This design comes from an exercise in tuning for small area, a short achievable clock period and few clock cycles per item on the open sky130 flow, not from production work.
Function was checked by simulation only, so behaviour that the tests miss may differ from the original.
The clock cells of runs 1 and 2 come from the design's own scripts or RTL, not from TritonCTS.
No driver is modelled on the clock port, so clock power and skew are understated where the tree is cut down; a real chip needs a root buffer or a tree.

## flow/design.v (module list and top-level ports; edited modules follow where they fit)
// module full_adder: 10 lines
// module ntt_bfly: 917 lines
// module c_inv: 1 lines
// module c_buf: 1 lines
// module c_nand2: 1 lines
// module c_nor2: 1 lines
// module c_and2: 1 lines
// module c_or2: 1 lines
// module c_xor2: 1 lines
// module c_xnor2: 1 lines
// module c_a21o: 1 lines
// module c_o22ai: 1 lines
// module c_a22o: 1 lines
// module c_ha: 1 lines
// module c_nand2b: 1 lines
module ntt_bfly (
    input clk,
    input rst,
    input in_valid,
    input inv,
    input sub,
    input [16:0] a,
    input [16:0] b,
    input [16:0] tf,
    output out_valid,
    output [16:0] p
    );
  // ...
==> flow/flow/run.sh <==
#!/bin/bash
# Own flow: the standard layout (standard.sh: the standard synthesis and
# steps), except:
#  - the cells that buffer_ports puts on the ports: buf_2 on each output
#    (hook before global placement), buf_1 on each input.  Every port still
#    gets a buffer of its own.
#  - the clock tree: in place of TritonCTS, ktree_cts.tcl has the clock port
#    feed four clock buffers, each driving a cluster of nearby flip-flops,
#    so every register sees the same single buffer level.
# Each tool's full output goes to a log file of its own here.
set -euo pipefail
here=$(pwd)
printf 'buffer_ports -outputs -buffer_cell sky130_fd_sc_hd__buf_2\n' > "$here/buffer_outputs.tcl"
export PRE_GLOBAL_PLACE_TCL="$here/buffer_outputs.tcl"
export BUFFER_PORTS_ARGS="-inputs -buffer_cell sky130_fd_sc_hd__buf_1"
bash standard.sh place > standard_place.log 2>&1
export ORFS_RESULTS="$here/orfs/results/sky130hd/ntt_bfly/base"
export KTREE_K=4
export KTREE_BUF=sky130_fd_sc_hd__clkbuf_16
openroad -no_init -exit "$here/flow/ktree_cts.tcl" > ktree_cts.log 2>&1
bash standard.sh finish > standard_finish.log 2>&1
==> flow/flow/ktree_cts.tcl <==
# Clock tree for this design in place of TritonCTS: the clock port feeds K
# clock buffers, each of which drives one cluster of flip-flops (k-means on
# their placed locations), so every register's clock passes exactly one
# buffer.  Reads the placed design and writes the CTS results that the
# standard flow's later steps read.
set results $::env(ORFS_RESULTS)
set K $::env(KTREE_K)
set master_name $::env(KTREE_BUF)

read_liberty $::env(FLOW_HOME)/platforms/sky130hd/lib/sky130_fd_sc_hd__tt_025C_1v80.lib
read_db $results/3_place.odb
read_sdc $results/3_place.sdc

set block [ord::get_db_block]
set db [ord::get_db]
set master [$db findMaster $master_name]
set clknet [$block findNet clk]
set its {}
set pts {}
foreach it [$clknet getITerms] {
  set bb [[$it getInst] getBBox]
  lappend its $it
  lappend pts [list [expr {([$bb xMin] + [$bb xMax]) / 2.0}] [expr {([$bb yMin] + [$bb yMax]) / 2.0}]]
}
set n [llength $pts]
puts "clock sinks: $n"

# k-means, seeded with sinks spread through the list
set cent {}
for {set k 0} {$k < $K} {incr k} { lappend cent [lindex $pts [expr {int(($k + 0.5) * $n / $K)}]] }
for {set iter 0} {$iter < 100} {incr iter} {
  set asg {}
  foreach p $pts {
    set best 0
    set bd 1e30
    for {set k 0} {$k < $K} {incr k} {
      set c [lindex $cent $k]
      set d [expr {pow([lindex $p 0] - [lindex $c 0], 2) + pow([lindex $p 1] - [lindex $c 1], 2)}]
      if {$d < $bd} { set bd $d; set best $k }
    }
    lappend asg $best
  }
  set ncent {}
  for {set k 0} {$k < $K} {incr k} {
    set sx 0.0; set sy 0.0; set m 0
    foreach p $pts a $asg {
      if {$a == $k} { set sx [expr {$sx + [lindex $p 0]}]; set sy [expr {$sy + [lindex $p 1]}]; incr m }
    }
    if {$m == 0} { lappend ncent [lindex $cent $k] } else { lappend ncent [list [expr {$sx / $m}] [expr {$sy / $m}]] }
  }
  set cent $ncent
}

for {set k 0} {$k < $K} {incr k} {
  set inst [odb::dbInst_create $block $master "clkbuf_leaf_$k"]
  set net [odb::dbNet_create $block "clknet_leaf_$k"]
  $net setSigType CLOCK
  [$inst findITerm A] connect $clknet
  [$inst findITerm X] connect $net
  set m 0
  foreach it $its a $asg {
    if {$a == $k} { $it disconnect; $it connect $net; incr m }
  }
  set c [lindex $cent $k]
  $inst setLocation [expr {int([lindex $c 0])}] [expr {int([lindex $c 1])}]
  $inst setPlacementStatus PLACED
  puts "clock buffer $k ($master_name): $m sinks"
}
$clknet setSigType CLOCK

detailed_placement
check_placement -verbose

source $::env(FLOW_HOME)/platforms/sky130hd/setRC.tcl
set_propagated_clock [all_clocks]
estimate_parasitics -placement
report_clock_latency
report_clock_skew
report_check_types -max_slew -max_capacitance -violators

write_db $results/4_1_cts.odb
file copy -force $results/4_1_cts.odb $results/4_cts.odb
file copy -force $results/3_place.sdc $results/4_cts.sdc
==> flow/standard.sh <==
#!/bin/bash
# synth_recipe.tcl (not shown) runs the flow's synth.tcl, then flattens the netlist and writes it again
# the make line also repeats each setting of config.mk as NAME=value (left out here)
make -C /OpenROAD-flow-scripts/flow DESIGN_CONFIG=/design/flow/config.mk WORK_HOME=/design/flow/orfs CLKGATE_MAP_FILE= SYNTH_SCRIPT=/design/flow/synth_recipe.tcl "${@:-finish}"
==> flow/config.mk <==
export PLATFORM = sky130hd
export DESIGN_NAME = ntt_bfly
export DESIGN_NICKNAME = ntt_bfly
export VERILOG_FILES = /design/flow/design.v
export SDC_FILE = /design/flow/constraint.sdc
export NUM_CORES = 4
export LEC_CHECK = 0
export CAP_MARGIN = 20
export CORE_MARGIN = 2
export CORE_UTILIZATION = 40
export GPL_TIMING_DRIVEN = 0
export SLEW_MARGIN = 20
export SYNTH_HIERARCHICAL = 1
==> flow/constraint.sdc <==
create_clock -name core_clock -period 42.0 [get_ports {clk}]
set_input_delay 8.4000 -clock core_clock [delete_from_list [all_inputs] [get_ports {clk}]]
set_output_delay 8.4000 -clock core_clock [all_outputs]
set_load 0.01 [all_outputs]
==> results_dict.tcl, run 1 <==
set metrics [dict create \
    status "finished clean" \
    synth.distinct_cells 16 \
    antenna_cells 0 \
    start_kind "flip-flop" \
    finClkSkew_ns 0.00854 \
    dp.cells 1298 \
    initialDrtViolationCount 637 \
    grt_busiest_layer "met2" \
    wl_per_cell_um 21.0 \
    rr_startpoint "a_q[16]$_DFF_P_" \
    ioPinCount 74 \
    fillerInstances 2239 \
    yosys.area_share.adder_pct 35.9 \
    fmax_mhz 112 \
    post-synth-top-count-cell "o22ai_1" \
    synth_compound_area_share_pct 12.8 \
    synth_simple_gate_area_share_pct 9.51 \
    synthTopCellsByCount "o22ai_1, xor2_1, fa_1, nor2_1, xnor2_1" \
    fin_nets 1254 \
    drv_cap 0 \
    worst_pin_slew_ns 1.21 \
    seq_share_pct 14.3 \
    final_core_util_pct 44.3 \
    totalWireLength_um 27400 \
]
Testbench counts, summed over its fixed seeds: cycles 24,008, items 24,000.
==> inputs of run 2 (changes only) <==
--- a/flow/flow/run.sh
+++ b/flow/flow/run.sh
@@ -17,5 +17,5 @@
 export ORFS_RESULTS="$here/orfs/results/sky130hd/ntt_bfly/base"
 export KTREE_K=4
-export KTREE_BUF=sky130_fd_sc_hd__clkbuf_16
+export KTREE_BUF=sky130_fd_sc_hd__clkbuf_8
 openroad -no_init -exit "$here/flow/ktree_cts.tcl" > ktree_cts.log 2>&1
 bash standard.sh finish > standard_finish.log 2>&1
==> run 2 against run 1 <==
Largest cell class unchanged. Die area unchanged. Still clean on timing, DRC and antenna. Critical path type unchanged. Clock skew rose by 0.0051 ns. Worst setup slack worse by 0.029 ns. Flip-flop and latch count stayed put. Synthesized cell count unchanged. Critical endpoint unchanged.
==> results_dict.tcl, run 2 <==
set metrics [dict create \
    worstPathArrival_ns 0.59 \
    finalCritPeriodShare_pct 21.4 \
    post-synth-top-count-cell "o22ai_1" \
    synth.distinct_cells 16 \
    drv_cap 0 \
    wl_per_cell_um 20.9 \
    start_util_pct 40.9 \
    antenna_found_initial 0 \
    num_rows 55 \
    synthFlopType "dfxtp_1" \
    grt_pass1_vias 7348 \
    worst_pin_slew_ns 1.17 \
    rsz0062_at_grt "no" \
    ys_ff_latch 72 \
    totalWireLength_um 27300 \
    start_kind "flip-flop" \
    final_core_util_pct 44.1 \
    ioPinCount 74 \
    ant_nets 0 \
    grt_usage_pct 22.7 \
    critPathRequiredTime_ns 33.60 \
    async_flop_share_pct 0 \
    fin_crit_ns 8.99 \
    hpwl_um 20500 \
    status "finished clean" \
    clk_pin_slew_ns 0.10 \
    synth_enable_flop_cells 0 \
    design.core.area_sq_mm 0.0227 \
    antenna_cells 0 \
    synth_top_area_share_pct 31.3 \
    worst-path-buf-inv 1 \
    critPathMaxStageDelay_ns 0.32 \
    synth_area_sq_mm 0.00928 \
    dpl_cell_area_sq_mm 0.00995 \
    gp_congestion 0.965 \
    postSynthAreaPerCell_sq_um 9.88 \
    slew_viol_final 0 \
    vias 7234 \
    max_slew_margin_pct 21.9 \
    design_area_sq_mm 0.0100 \
    layout_common_cells "o22ai_1, xor2_1, fa_1, nor2_1, xnor2_1" \
    synth_warnings 7 \
    die_w_um 156 \
    critPathTopFamily "flip-flops" \
    critPathKind "reg -> out" \
    crit_chain "buf_2" \
    area_growth_pct 7.97 \
    post-route-drc-count 0 \
    grt_start_max_net_pins 22 \
    dieArea_sq_mm 0.0244 \
    fin_nets 1254 \
    hold_path.class "reg -> reg" \
    fillerInstances 2244 \
    layout-drive-gt1-share_pct 6.10 \
    synthTopCellsByArea "fa_1, dfxtp_1, xor2_1, o22ai_1, xnor2_1" \
    first_pass_iters 5 \
    slowest_stage "dfxtp_1" \
    die_h_um 156 \
    finClkSkew_ns 0.0136 \
    end_kind "output pin" \
    yosys.area.top_type "fa_1" \
    synthCells 939 \
    grt_pass1_wl_um 42700 \
    fmax_mhz 111 \
    fin_setup_tns_ns 0 \
    synthesis.nets 1174 \
    finalSetupViolCount 0 \
    overflow 0 \
    portBuffers 73 \
    final_common_cell "o22ai_1" \
    hold_viol_final 0 \
    initialDrtViolationCount 634 \
    insertion_delay_ns 0.16 \
    cp_max_fo 1 \
    ys_seq_area_share_pct 15.5 \
    synthTopCellsByCount "o22ai_1, xor2_1, fa_1, nor2_1, xnor2_1" \
    via_per_inst 5.56 \
]
[run 2: cell counts after synthesis]
Identical to the previous run, type by type.
[run 2: worst paths after layout]
kind | cells after the start | to | slack [ns] | start
setup reg to reg | 34 | p_q[3]$_DFF_P_ | 33.24 | a_q[16]$_DFF_P_
hold reg to reg | 1 | v1$_SDFF_PP0_ | 0.45 | v0$_SDFF_PP0_
hold / removal | 1 | v1$_SDFF_PP0_ | 0.45 | v0$_SDFF_PP0_
setup / recovery | 1 | p[13] | 33.01 | p_q[13]$_DFF_P_
[run 2: metal layers]
| layer | global-route usage, % | part of all wire (%) |
|---|---|---|
| met5 | 0.207 | 0 |
| met4 | 7.25 | 3.7 |
| met3 | 4.60 | 11 |
| met2 | 35.3 | 43 |
| met1 | 31.7 | 42 |
[run 2: Yosys stat by module, one instance, submodules excluded, excerpt]
module	times used	cell area (sq um)	flip-flops and latches	cells
c_nand2	43	3.75	0	1
c_inv	29	3.75	0	1
c_o22ai	160	6.26	0	1
c_nor2	112	3.75	0	1
c_xnor2	81	8.76	0	1
c_nand2b	8	6.26	0	1
c_buf	35	7.51	0	1
full_adder	145	20.0	0	1
c_a21o	24	7.51	0	1
c_xor2	155	8.76	0	1
[run 2: per-stage QoR]
step	hold slack (ns)	worst slack (ns)	instances
final	0.453	33.01	1302
after detailed placement	0.440	33.12	1298
after global routing	0.480	32.62	1302
after floorplan	0.414	33.27	939
after global placement	0.423	33.00	1297
[run 2: layout make-up]
cell class | instances | area (sq um) | area share [%]
plain buffers | 39 | 318 | 3.17
inverters | 29 | 109 | 1.09
multi-input cells | 803 | 7490 | 74.7
flip-flops and latches | 72 | 1440 | 14.4
well taps | 285 | 357 | 3.56
repair buffers | 74 | 308 | 3.07
[run 2: kinds of logic after synthesis]
| group | share of synthesized area (%) |
|---|---|
| adder cells (fa/ha/maj) | 35.9 |
| AND/OR/NAND/NOR | 9.51 |
| XOR/XNOR | 22.3 |
| flip-flops | 15.5 |
| AO/OA/AOI/OAI | 12.8 |
| buffers and inverters | 4.00 |
==> inputs of run 3 (changes only) <==
==> flow/flow/run.sh (replaced) <==
#!/bin/bash
# Own flow: the standard layout (standard.sh: the standard synthesis and
# steps), except:
#  - the cells that buffer_ports puts on the ports: buf_2 on each output
#    (hook before global placement), buf_1 on each input.  Every port still
#    gets a buffer of its own.
#  - clock tree synthesis without dummy load cells.
set -euo pipefail
here=$(pwd)
printf 'buffer_ports -outputs -buffer_cell sky130_fd_sc_hd__buf_2\n' > "$here/buffer_outputs.tcl"
export PRE_GLOBAL_PLACE_TCL="$here/buffer_outputs.tcl"
export BUFFER_PORTS_ARGS="-inputs -buffer_cell sky130_fd_sc_hd__buf_1"
export CTS_ARGS="-sink_clustering_enable -repair_clock_nets -dont_use_dummy_load -buf_list sky130_fd_sc_hd__clkbuf_8 -sink_clustering_size 24 -sink_clustering_max_diameter 200"
bash standard.sh finish > standard_make.log 2>&1
removed: flow/flow/ktree_cts.tcl
==> run 3 against run 2 <==
Final area rose by 0.69%. Worst setup slack worse by 0.21 ns. Routed wire length grew 2.1%. Sequential share of layout area down 0.098 points.
==> results_dict.tcl, run 3 <==
set metrics [dict create \
    synthCells 939 \
    synth_enable_flop_cells 0 \
    ioPinCount 74 \
    via_per_inst 5.57 \
    critPathRequiredTime_ns 33.60 \
    fmax_mhz 109 \
    post-route-drc-count 0 \
    hold_path.class "reg -> reg" \
    num_rows 55 \
    totalWireLength_um 27800 \
    cts_tree "built" \
    rrSetupSlack_ns 33.19 \
    slew_viol_final 0 \
    synth_top_family_by_area "adder cells" \
    rr_startpoint "inv_q$_DFF_P_" \
    finClkSkew_ns 0.0306 \
    synth.distinct_cells 16 \
    post-synth-top-count-cell "o22ai_1" \
    postSynthAreaPerCell_sq_um 9.88 \
    worstPathArrival_ns 0.80 \
    worst_pin_slew_ns 1.19 \
    htree_levels 3 \
    yosys.area.top_type "fa_1" \
    hpwl_um 20500 \
    layout-drive-gt1-share_pct 6.56 \
    fin_setup_tns_ns 0 \
    die_w_um 156 \
    insertion_delay_ns 0.37 \
    design.core.area_sq_mm 0.0227 \
    worst-path-buf-inv 1 \
    root_buffer "clkbuf_8" \
    ant_nets 0 \
    rsz0062_at_grt "no" \
    ys_ff_latch 72 \
    grt_pass1_vias 7393 \
    yosys.area_share.adder_pct 35.9 \
    r2r_end "p_q[2]$_DFF_P_" \
    cts_buffers 9 \
    hold_end "v1$_SDFF_PP0_" \
    cts.sinks 72 \
    drv_cap 0 \
    min_from "v0$_SDFF_PP0_" \
    critPathMaxStageDelay_ns 0.31 \
    async_flop_share_pct 0 \
    synth_top_area_share_pct 31.3 \
    layout_common_cells "o22ai_1, xor2_1, fa_1, nor2_1, xnor2_1" \
    finalSetupViolCount 0 \
    initialDrtViolationCount 718 \
    post_cts_buffers 0 \
    antenna_found_initial 0 \
    die_h_um 156 \
    grt_start_max_net_pins 20 \
    ys_seq_area_share_pct 15.5 \
    hold_path_depth 1 \
    critPathKind "reg -> out" \
    start_util_pct 40.9 \
    area_growth_pct 8.71 \
    max_slew_margin_pct 20.2 \
    reg2reg_depth 35 \
    first_pass_iters 6 \
    end_kind "output pin" \
    synthFlopType "dfxtp_1" \
    hold_viol_final 0 \
    grt_usage_pct 23.8 \
    start_kind "flip-flop" \
    synthesis.nets 1174 \
    grt_pass1_wl_um 43400 \
    finalCritPeriodShare_pct 21.9 \
    synthTopCellsByArea "fa_1, dfxtp_1, xor2_1, o22ai_1, xnor2_1" \
    clk_pin_slew_ns 0.08 \
    dieArea_sq_mm 0.0244 \
    hold_buffers 0 \
    synth_simple_gate_area_share_pct 9.51 \
    final_common_cell "o22ai_1" \
    antenna_cells 0 \
    synth_area_sq_mm 0.00928 \
    status "finished clean" \
    synth_warnings 7 \
    portBuffers 73 \
    finalNonFillerCells 1307 \
    slowest_stage "dfxtp_1" \
    fin_nets 1259 \
    worst-path-stages 1 \
    crit_chain "buf_2" \
    dp.cells 1298 \
    clockBufferDepth 2 \
    synth_xor_area_share_pct 22.3 \
    gp_congestion 0.965 \
    fin_crit_ns 9.20 \
    synth_compound_area_share_pct 12.8 \
    overflow 0 \
    synthTopCellsByCount "o22ai_1, xor2_1, fa_1, nor2_1, xnor2_1" \
    synth_mux_area_share_pct 0 \
    vias 7285 \
    wl_per_cell_um 21.3 \
    critPathTopFamily "flip-flops" \
    post_cts_resized 0 \
    cp_max_fo 1 \
]
==> run 3: cell counts after synthesis <==
Identical to the previous run, type by type.
==> run 3: metal layers <==
metal,wire length (um),track usage (%),vias up,part of all wire (%)
met5,0,0,-,0
met4,858,8.56,0,3.1
met3,3020,6.26,68,11
met2,12200,36.5,434,44
met1,11800,32.4,3472,42
li1,-,-,3311,-
==> run 3: logic make-up (layout without fill, tap and decap cells) <==
kind of cell | Yosys count | count (layout)
xor gates and xnor gates | 236 | 236
and+or+nand+nor | 203 | 203
AOI/OAI and AO/OA | 185 | 185
adders and majority gates | 179 | 179
DFF | 72 | 72
buffers and inverters | 64 | 147
==> run 3: layout make-up <==
cell class	count	area (sq um)
Buffer	35	263
Clock buffer	9	124
Fill cell	2240	12600
Inverter	29	109
Multi-Input combinational cell	803	7490
Sequential cell	72	1440
Tap cell	285	357
Timing Repair Buffer	74	308
==> run 3: worst max path at each step <==
stage                           from               to  slack [ns]
global route         a_q[16]$_DFF_P_   p_q[6]$_DFF_P_       32.59
global placement       sub_q$_DFF_P_  p_q[12]$_DFF_P_       33.00
finish                 v1$_SDFF_PP0_        out_valid       32.80
CTS                    v1$_SDFF_PP0_        out_valid       32.77
detailed placement  tf_q[13]$_DFF_P_   p_q[3]$_DFF_P_       33.12
floorplan              v1$_SDFF_PP0_        out_valid       33.27
==> run 3: metrics by stage <==
step	utilization, %	instance area (sq um)	hold WS (ns)	setup WS [ns]
2_1_floorplan	-	9280	0.414	33.27
3_3_place_gp	43.7	9930	0.423	33.00
3_5_place_dp	43.8	9950	0.440	33.12
4_1_cts	44.4	10100	0.460	32.77
5_1_grt	44.4	10100	0.479	32.59
6_report	44.4	10100	0.454	32.80
==> run 3: per-module statistics from Yosys (local to each module, per instance), a selection <==
module	cell area [sq um]	flip-flops and latches	cells
ntt_bfly	1450	72	74
c_xor2	8.76	0	1
c_a22o	8.76	0	1
c_xnor2	8.76	0	1
c_and2	6.26	0	1
c_o22ai	6.26	0	1
c_or2	6.26	0	1
c_nand2b	6.26	0	1
c_nor2	3.75	0	1
c_inv	3.75	0	1
c_nand2	3.75	0	1

port drivers added, routing unchanged:
Ports are ideal in the flow. The routed layouts listed here were re-timed in OpenROAD. Step 1 (the two cells are an assumption about what drives the block):
set clk [get_ports {clk}]
set_driving_cell -lib_cell sky130_fd_sc_hd__clkbuf_16 $clk
set_driving_cell -lib_cell sky130_fd_sc_hd__buf_2 [delete_from_list [all_inputs] $clk]
Step 2 moves the port delays by t, midway between the first and last clock arrival at a register: inputs arrive t later, outputs are due t later. That takes back most of the time a late clock gives input paths. Three values: no drivers, after step 1, after step 2; two values: the first two.
run | shift t [ns] | setup WS [ns] | worst setup path after step 2 | slew at the worst register clock pin (ns) | cell pins on the clock port's net
run 1 | 0.231 | 33.036 / 32.939 / 33.170 | register to output | 0.07 / 0.07 | 4
run 2 | 0.234 | 33.007 / 32.924 / 33.159 | register to output | 0.11 / 0.11 | 4
run 3 | 0.398 | 32.800 / 32.756 / 33.154 | register to output | 0.08 / 0.08 | 1
After both steps every run listed still meets setup and hold.
